From an optimization exercise on the open Yosys and OpenROAD flow, aimed at small area, a short achievable clock period and few clock cycles per item; shortcuts taken in it are not production practice.
Where RTL was checked, it was by simulation tests only, not by an equivalence proof against the original.

job 103:
// booth_multiplier
module booth_multiplier(
	input			clk,
	input			rst_n,
	input [32:0]	data1,
	input [32:0]	data2,
	input			valid_i,
	output			ready_o,
	input			ready_i,
	output			valid_o,
	output [63:0] 	res
);
	reg			va, vs, vr;
	reg			nrdy, vo;
	reg [32:0]	na1, s1, s2;
	reg [16:0]	na_one, na_two;
	reg [15:0]	a_neg;
	reg [63:0]	r;
	wire [63:0]	prod;
	wire		r_free = ~vr | ready_i;
	wire		a_load = r_free | ~va;
	wire		acc = valid_i & ~vs;
	assign ready_o = ~nrdy;
	assign valid_o = vo;
	assign res = r;
	wire [32:0]	b_in = vs ? s2 : data2;
	wire [34:0]	b_ext = {1'b0, b_in, 1'b0};
	wire [16:0]	e_one, e_two;
	wire [15:0]	e_neg;
	genvar j;
	generate
		for (j = 0; j < 17; j = j + 1) begin : enc
			assign e_one[j] = b_ext[2*j+1] ^ b_ext[2*j];
			assign e_two[j] = (b_ext[2*j+2] & ~b_ext[2*j+1] & ~b_ext[2*j]) |
			                  (~b_ext[2*j+2] & b_ext[2*j+1] & b_ext[2*j]);
			if (j < 16) begin : n
				assign e_neg[j] = b_ext[2*j+2];
			end
		end
	endgenerate
	always @(posedge clk or negedge rst_n) begin
		if (!rst_n) begin
			va <= 1'b0;
			vs <= 1'b0;
			vr <= 1'b0;
			nrdy <= 1'b0;
			vo <= 1'b0;
		end else begin
			if (r_free)
				vr <= va;
			vo <= va | (vr & ~ready_i);
			if (a_load)
				va <= vs | acc;
			if (vs)
				vs <= ~r_free;
			else
				vs <= acc & ~a_load;
			nrdy <= vr & ~ready_i & (vs | (valid_i & va));
		end
	end
	always @(posedge clk) begin
		if (a_load) begin
			na1 <= ~(vs ? s1 : data1);
			na_one <= ~e_one;
			na_two <= ~e_two;
			a_neg <= e_neg;
		end
		if (~vs) begin
			s1 <= data1;
			s2 <= data2;
		end
		if (r_free)
			r <= prod;
	end
	mul33 u_mul (.na(na1), .none(na_one), .ntwo(na_two), .neg(a_neg), .p(prod));
endmodule
export LEC_CHECK = 0
export ABC_AREA = 1
export CAP_MARGIN = 20
export CELL_PAD_IN_SITES_DETAIL_PLACEMENT = 2
export CELL_PAD_IN_SITES_GLOBAL_PLACEMENT = 2
export CORE_MARGIN = 2
export CORE_UTILIZATION = 50
export CTS_CLUSTER_DIAMETER = 100
export CTS_CLUSTER_SIZE = 24
export PLACE_DENSITY = 0.65
export SLEW_MARGIN = 20
export SYNTH_HIERARCHICAL = 1
export SYNTH_MINIMUM_KEEP_SIZE = 0
create_clock -name core_clock -period 32.0 [get_ports {clk}]
standard.sh (not shown) runs the stock make flow with config.mk's settings and CLKGATE_MAP_FILE= SYNTH_SCRIPT=/design/flow/synth_recipe.tcl, a recipe that flattens the netlist after the stock synthesis.
==> flow/flow/run.sh <==
#!/bin/bash
# The standard layout (standard.sh) with extra ORFS make variables:
#  - port buffers use a plain buffer cell (buf_2) instead of the default choice
#  - flow/extra.txt, if present, holds one more VAR=VALUE per line
set -euo pipefail
ARGS=("BUFFER_PORTS_ARGS=-buffer_cell sky130_fd_sc_hd__buf_2")
if [[ -f flow/extra.txt ]]; then
  while read -r line; do [[ -n "$line" ]] && ARGS+=("$line"); done < flow/extra.txt
fi
bash standard.sh "${ARGS[@]}" finish > make.log 2>&1
==> flow/flow/extra.txt <==
CTS_ARGS=-sink_clustering_enable -repair_clock_nets -sink_clustering_size 24 -sink_clustering_max_diameter 100 -buf_list sky130_fd_sc_hd__clkbuf_16 -branching_point_buffers_distance 1000 -distance_between_buffers 1000
Testbench counts of job 103, summed over its fixed seeds: cycles 2,064, items 2,048.
--- input diff job 103..job 104 ---
Settings: a change of PLACE_DENSITY from 0.65 to 0.75; a change of CORE_UTILIZATION from 50 to 60.
removed: flow/flow/extra.txt
==> comparison <==
FAIL: job 104; every other run in job 104 and job 103 is clean
Comparing job 104 against job 103, there is no change at all in post-synthesis simple-gate area fraction.
Sequential area share after synthesis: job 104 vs job 103 identical
Summary: with job 103 as the reference, die span in x in job 104 moved down by a little under 10%.
Re synthesized area: no difference whatsoever between job 104 and job 103.
As far as arithmetic-cell share of the synthesized area counting full adders, half adders and majority gates goes, job 104 and job 103 are indistinguishable; the numbers are identical.
Routability congestion estimate from global placement: job 104 > job 103
Job 104 vs job 103, initial core utilization went up by 10 points.
Job 104 ends up with higher placed wire-length estimate after detailed placement than job 103 does.


Setup of lagoon:
booth_multiplier, a different RTL version from the one above (not shown whole).
==> flow/config.mk <==
export PLATFORM = sky130hd
export DESIGN_NAME = booth_multiplier
export DESIGN_NICKNAME = booth_multiplier
export VERILOG_FILES = /design/flow/design.v
export SDC_FILE = /design/flow/constraint.sdc
export NUM_CORES = 4
export LEC_CHECK = 0
export ABC_AREA = 1
export CAP_MARGIN = 20
export CELL_PAD_IN_SITES_DETAIL_PLACEMENT = 2
export CELL_PAD_IN_SITES_GLOBAL_PLACEMENT = 2
export CORE_MARGIN = 2
export CORE_UTILIZATION = 30
export PLACE_DENSITY = 0.5
export SLEW_MARGIN = 20
export SYNTH_HIERARCHICAL = 1
export SYNTH_MINIMUM_KEEP_SIZE = 0
==> flow/constraint.sdc <==
create_clock -name core_clock -period 32.0 [get_ports {clk}]
set_input_delay 6.4000 -clock core_clock [delete_from_list [all_inputs] [get_ports {clk}]]
set_output_delay 6.4000 -clock core_clock [all_outputs]
set_load 0.01 [all_outputs]
==> flow/flow/extra.txt <==
REMOVE_ABC_BUFFERS=1
Scripts as last shown in full above: flow/flow/run.sh
lagoon completed; timing, DRC and antenna clean
Edits applied to the flow inputs when going from lagoon to harbor:
Settings: setting CTS_BUF_LIST to sky130_fd_sc_hd__clkbuf_8 for the first time.
diff --git a/flow/flow/run.sh b/flow/flow/run.sh
--- a/flow/flow/run.sh
+++ b/flow/flow/run.sh
@@ -5,3 +5,3 @@
 set -euo pipefail
-ARGS=("BUFFER_PORTS_ARGS=-buffer_cell sky130_fd_sc_hd__buf_2")
+ARGS=("BUFFER_PORTS_ARGS=-buffer_cell sky130_fd_sc_hd__buf_1")
 if [[ -f flow/extra.txt ]]; then
removed: flow/flow/extra.txt
==> run summary <==
- Compare lagoon and harbor | met2 capacity usage during global routing higher: lagoon
- For area of the core, harbor and lagoon come out practically identical.
- For the data arrival time of the worst path, harbor came in 0.07 ns higher than lagoon did.
- lagoon and harbor ended up with nearly the same sequential share of layout area.
- Of lagoon and harbor, lagoon shows the higher number of antenna violations at the first check in global routing, with harbor below it.
- Final area on harbor is ahead of lagoon.
- The met1 capacity usage during global routing number comes out lower for lagoon vs harbor.
- Via count (harbor vs. lagoon) increases slightly
- lagoon -> harbor: count of non-CTS buffers in the layout decreased slightly
- Delta (harbor minus lagoon): number of clock buffer instances in the layout now larger.
No functional check of the RTL was part of any run of this note.


## wip/tundra
booth_multiplier, a different RTL version from the one above (not shown whole).
Size: ~3000 cells after synthesis, about 140 I/O pins, roughly 30000 um2 of cells after synthesis.
Design booth_multiplier, start of the top module:
module booth_multiplier(
	input			clk,
	input			rst_n,
	input [32:0]	data1,
	input [32:0]	data2,
	input			valid_i,
	output			ready_o,
	input			ready_i,
	output			valid_o,
	output [63:0] 	res
);
export LEC_CHECK = 0
export ABC_AREA = 1
export CAP_MARGIN = 20
export CELL_PAD_IN_SITES_DETAIL_PLACEMENT = 2
export CELL_PAD_IN_SITES_GLOBAL_PLACEMENT = 2
export CORE_MARGIN = 2
export CORE_UTILIZATION = 30
export PLACE_DENSITY = 0.5
export SLEW_MARGIN = 20
export SYNTH_HIERARCHICAL = 1
export SYNTH_MINIMUM_KEEP_SIZE = 0
create_clock -name core_clock -period 32.0 [get_ports {clk}]
==> flow/flow/run.sh <==
#!/bin/bash
# The standard layout (standard.sh) with extra ORFS make variables:
#  - port buffers use a plain buffer cell (buf_2) instead of the default choice
#  - flow/extra.txt, if present, holds one more VAR=VALUE per line
set -euo pipefail
ARGS=("BUFFER_PORTS_ARGS=-buffer_cell sky130_fd_sc_hd__buf_2")
if [[ -f flow/extra.txt ]]; then
  while read -r line; do [[ -n "$line" ]] && ARGS+=("$line"); done < flow/extra.txt
fi
bash standard.sh "${ARGS[@]}" finish > make.log 2>&1
The following lists how wip/sierra was set up differently from wip/tundra:
==> flow/flow/extra.txt (new file) <==
SETUP_SLACK_MARGIN=24
Results
- For clock latency on the worst-skew pair, wip/tundra and wip/sierra come out practically identical.
- For wip/tundra, the topmost layer with routed signal wires was met4, unlike wip/sierra, where it was met5.
- Setup slack on the worst flop-to-flop path up 0.07 ns in wip/sierra wrt wip/tundra
- Endpoint of the most critical setup path = r[63]: wip/tundra; endpoint of the most critical setup path = r[58]: wip/sierra
- met3 usage in global routing in wip/sierra is 0.22 points below wip/tundra.
- Compared wip/tundra against wip/sierra; post-route worst hold slack within noise.
- Compared with wip/tundra, wip/sierra shows wire length of the first global-routing pass higher by 2000 um.
No run of this note included a check of the RTL's function; only the layout flow was run.


booth_multiplier with an RTL version that a note above also has.
Size in the first run: roughly 220 flip-flops, roughly 140 I/O pins.
Settings: LEC_CHECK=0, ABC_AREA=1, CAP_MARGIN=20, CELL_PAD_IN_SITES_DETAIL_PLACEMENT=2, CELL_PAD_IN_SITES_GLOBAL_PLACEMENT=2, CORE_MARGIN=2, CORE_UTILIZATION=30, CTS_CLUSTER_DIAMETER=100, CTS_CLUSTER_SIZE=24, PLACE_DENSITY=0.5, SLEW_MARGIN=20, SYNTH_HIERARCHICAL=1, SYNTH_MINIMUM_KEEP_SIZE=0; clock period 32.0 ns.
==> flow/flow/extra.txt <==
CTS_ARGS=-sink_clustering_enable -repair_clock_nets -sink_clustering_size 24 -sink_clustering_max_diameter 100 -buf_list sky130_fd_sc_hd__clkbuf_16 -branching_point_buffers_distance 1000 -distance_between_buffers 1000
Scripts as last shown in full above: flow/flow/run.sh
Testbench counts at the start, summed over its fixed seeds: cycles 2,064, items 2,048.
Rerun with:
--- a/flow/config.mk
+++ b/flow/config.mk
@@ -13 +13 @@
-export CORE_UTILIZATION = 30
+export CORE_UTILIZATION = 50
@@ -16 +16 @@
-export PLACE_DENSITY = 0.5
+export PLACE_DENSITY = 0.65
removed: flow/flow/extra.txt
Global-route usage went up by 15 points. Design area went down by 2.7%. Utilization went up by 20 points. Flip-flop and latch count does not change. Critical path depth stays the same.
Rerun with:
--- a/flow/config.mk
+++ b/flow/config.mk
@@ -9 +9 @@
-export CAP_MARGIN = 20
+export CAP_MARGIN = 0
@@ -13 +13 @@
-export CORE_UTILIZATION = 50
+export CORE_UTILIZATION = 30
@@ -16,2 +16,2 @@
-export PLACE_DENSITY = 0.65
-export SLEW_MARGIN = 20
+export PLACE_DENSITY = 0.5
+export SLEW_MARGIN = 0
What happened:
- The new run passed the timing, design-rule and antenna checks
- setup slack improves by 0.040 ns
- die area went up by 65%
- critical path depth is unchanged
- clock skew went down by 0.017 ns
Rerun with:
--- a/flow/config.mk
+++ b/flow/config.mk
@@ -9 +9 @@
-export CAP_MARGIN = 0
+export CAP_MARGIN = 20
@@ -17 +17 @@
-export SLEW_MARGIN = 0
+export SLEW_MARGIN = 20
The new run completed with no timing, DRC or antenna violations. Synthesized cell count stays the same. Die area is unchanged. Synthesized area does not change. Clock-buffer cell count does not change. Design area is about the same. Flip-flop and latch count stays the same. Critical path depth stays the same.


Another version of the RTL of booth_multiplier (not shown whole).
For scale: ~3000 cells after synthesis, roughly 140 I/O pins, about 30000 um^2 of cells after synthesis.
clock: 32.0 ns
lec_check: 0
abc_area: 1
cap_margin: 20
cell_pad_in_sites_detail_placement: 2
cell_pad_in_sites_global_placement: 2
core_margin: 2
core_utilization: 30
place_density: 0.5
slew_margin: 20
synth_hierarchical: 1
synth_minimum_keep_size: 0
==> flow/flow/extra.txt <==
SETUP_SLACK_MARGIN=25
Scripts as last shown in full above: flow/flow/run.sh
Testbench counts at the start, summed over its fixed seeds: cycles 2,064, items 2,048.
Edit:
Settings changed: CTS_CLUSTER_DIAMETER from default to 120, CTS_CLUSTER_SIZE from default to 30.
removed: flow/flow/extra.txt
After rerunning:
- register-to-register slack gets worse by 650 ps
- setup slack gains 22 ps
- final cell count fell by 1.7%


branch umber:
Another version of the RTL of booth_multiplier (not shown whole).
For scale: about 3000 cells after synthesis, about 220 flip-flops, about 140 I/O pins, about 30000 um^2 of cells after synthesis.
Settings: LEC_CHECK=0, ABC_AREA=1, CAP_MARGIN=20, CELL_PAD_IN_SITES_DETAIL_PLACEMENT=2, CELL_PAD_IN_SITES_GLOBAL_PLACEMENT=2, CORE_MARGIN=2, CORE_UTILIZATION=30, PLACE_DENSITY=0.5, SLEW_MARGIN=20, SYNTH_HIERARCHICAL=1, SYNTH_MINIMUM_KEEP_SIZE=0; clock period 32.0 ns.
run.sh (not shown) runs the stock make flow with config.mk's settings and CLKGATE_MAP_FILE= SYNTH_SCRIPT=/design/flow/synth_recipe.tcl, a recipe that flattens the netlist after the stock synthesis.
Stock flow here: none of the scripts above is used.
Relative to branch umber, the following input files were edited for branch yarrow:
- swapping 0.5 for 0.7 in PLACE_DENSITY
- swapping 2 for 0 in CELL_PAD_IN_SITES_GLOBAL_PLACEMENT
- swapping 30 for 55 in CORE_UTILIZATION
- swapping 2 for 0 in CELL_PAD_IN_SITES_DETAIL_PLACEMENT
## What came out
branch yarrow went all the way through the flow, and no timing, DRC or antenna check failed. branch umber -> branch yarrow: first-pass GRT wire length decreased by more than 10%. branch yarrow vs. branch umber: setup slack went down by 0.062 ns. Against branch umber, via count of the first global-routing pass in branch yarrow fell by a few percent. Note that the final cell count recorded for branch umber amounts to 1.17 times the value seen in branch yarrow. Per the comparison of branch yarrow with branch umber, later-pin clock latency in the skew report fell 0.04 ns; non-clock buffer count fell 8; net total in the final layout fell 12. branch yarrow vs branch umber, final cell area excluding filler cells went down by 840 um^2.
No run of this note included a check of the RTL's function; only the layout flow was run.


RTL: one of the versions met above, not the one the previous note started from.
Size in the first run: about 3000 cells after synthesis, ~220 flip-flops, ~30000 sq um of cells after synthesis.
==> flow/config.mk <==
export PLATFORM = sky130hd
export DESIGN_NAME = booth_multiplier
export DESIGN_NICKNAME = booth_multiplier
export VERILOG_FILES = /design/flow/design.v
export SDC_FILE = /design/flow/constraint.sdc
export NUM_CORES = 4
export LEC_CHECK = 0
export ABC_AREA = 1
export CAP_MARGIN = 20
export CELL_PAD_IN_SITES_DETAIL_PLACEMENT = 2
export CELL_PAD_IN_SITES_GLOBAL_PLACEMENT = 2
export CORE_MARGIN = 2
export CORE_UTILIZATION = 30
export CTS_CLUSTER_DIAMETER = 100
export CTS_CLUSTER_SIZE = 20
export PLACE_DENSITY = 0.5
export SLEW_MARGIN = 20
export SYNTH_HIERARCHICAL = 1
export SYNTH_MINIMUM_KEEP_SIZE = 0
==> flow/constraint.sdc <==
create_clock -name core_clock -period 32.0 [get_ports {clk}]
set_input_delay 6.4000 -clock core_clock [delete_from_list [all_inputs] [get_ports {clk}]]
set_output_delay 6.4000 -clock core_clock [all_outputs]
set_load 0.01 [all_outputs]
standard.sh (not shown) runs the stock make flow with config.mk's settings and CLKGATE_MAP_FILE= SYNTH_SCRIPT=/design/flow/synth_recipe.tcl, a recipe that flattens the netlist after the stock synthesis.
Scripts as last shown in full above: flow/flow/run.sh
Testbench counts at the start, summed over its fixed seeds: cycles 2,064, items 2,048.
Rerun with:
==> flow/flow/extra.txt (new file) <==
SETUP_SLACK_MARGIN=25
- CORE_UTILIZATION: 30 -> 45
- CTS_CLUSTER_DIAMETER: 100 -> default
- CTS_CLUSTER_SIZE: 20 -> default
- PLACE_DENSITY: 0.5 -> 0.6
The new run went through all stages and came out clean; via count rises by about 7%; final area increases by 4.5%.
Rerun with:
- CORE_UTILIZATION: 45 -> 30
- CTS_CLUSTER_DIAMETER: default -> 100
- CTS_CLUSTER_SIZE: default -> 24
- PLACE_DENSITY: 0.6 -> 0.5
removed: flow/flow/extra.txt
Effect: Area after synthesis is unchanged. Sequential share of layout area grows by 0.77 points. Routed wire length grows by 1.5%. Worst setup slack loses 21 ps. Core utilization shrinks by 18 points. Critical path depth does not change.

separate check: timing with driven ports:
The flow's constraints put no driver on any port. The routed layouts listed below were extracted and timed again, unchanged, in two steps.
Step 1 (the two cells are an assumption about what drives the block):
set clk [get_ports {clk}]
set_driving_cell -lib_cell sky130_fd_sc_hd__clkbuf_16 $clk
set_driving_cell -lib_cell sky130_fd_sc_hd__buf_2 [delete_from_list [all_inputs] $clk]
Step 2, shift: input delay + t, output delay - t, t = (earliest + latest rising clock arrival at the registers) / 2. This alone moves slack from input paths to output paths.
a / b / c = ideal ports / drivers / drivers and shift; a / b = the first two.
run	t (ns)	slack for setup (ns)	clock arrival spread, ns	slew at the worst register clock pin (ns)
job 103	0.653	24.393 / 24.328 / 24.136	0.046 / 0.046	0.10 / 0.10
lagoon	0.697	23.749 / 23.675 / 23.966	0.038 / 0.038	0.08 / 0.08
harbor	0.759	23.684 / 23.618 / 24.213	0.070 / 0.070	0.06 / 0.06
wip/tundra	0.710	24.211 / 24.211 / 23.559	0.041 / 0.041	0.06 / 0.06
wip/sierra	0.700	24.281 / 24.255 / 23.915	0.032 / 0.032	0.07 / 0.07
the first run of note 4	0.657	24.433 / 24.361 / 24.298	0.027 / 0.027	0.11 / 0.11
the second run of note 4	0.654	24.392 / 24.327 / 24.133	0.045 / 0.046	0.10 / 0.10
the third run of note 4	0.657	24.433 / 24.361 / 24.057	0.027 / 0.027	0.11 / 0.11
the fourth run of note 4	0.657	24.433 / 24.361 / 24.298	0.027 / 0.027	0.11 / 0.11
the first run of note 5	0.694	24.381 / 24.313 / 24.364	0.022 / 0.021	0.07 / 0.07
the second run of note 5	0.661	24.402 / 24.323 / 23.913	0.042 / 0.042	0.11 / 0.11
branch umber	0.685	23.443 / 23.376 / 23.523	0.039 / 0.039	0.06 / 0.06
branch yarrow	0.652	23.381 / 23.313 / 23.736	0.023 / 0.022	0.07 / 0.07
the first run of note 7	0.673	24.381 / 24.310 / 23.915	0.045 / 0.044	0.09 / 0.09
the second run of note 7	0.681	24.404 / 24.330 / 24.381	0.019 / 0.018	0.07 / 0.07
the third run of note 7	0.669	24.382 / 24.309 / 23.914	0.024 / 0.025	0.10 / 0.10
After both steps every run listed still meets setup and hold. The setup slack of wip/tundra, which loses most, moves by 0.000 ns with the drivers and by -0.652 ns with both steps.
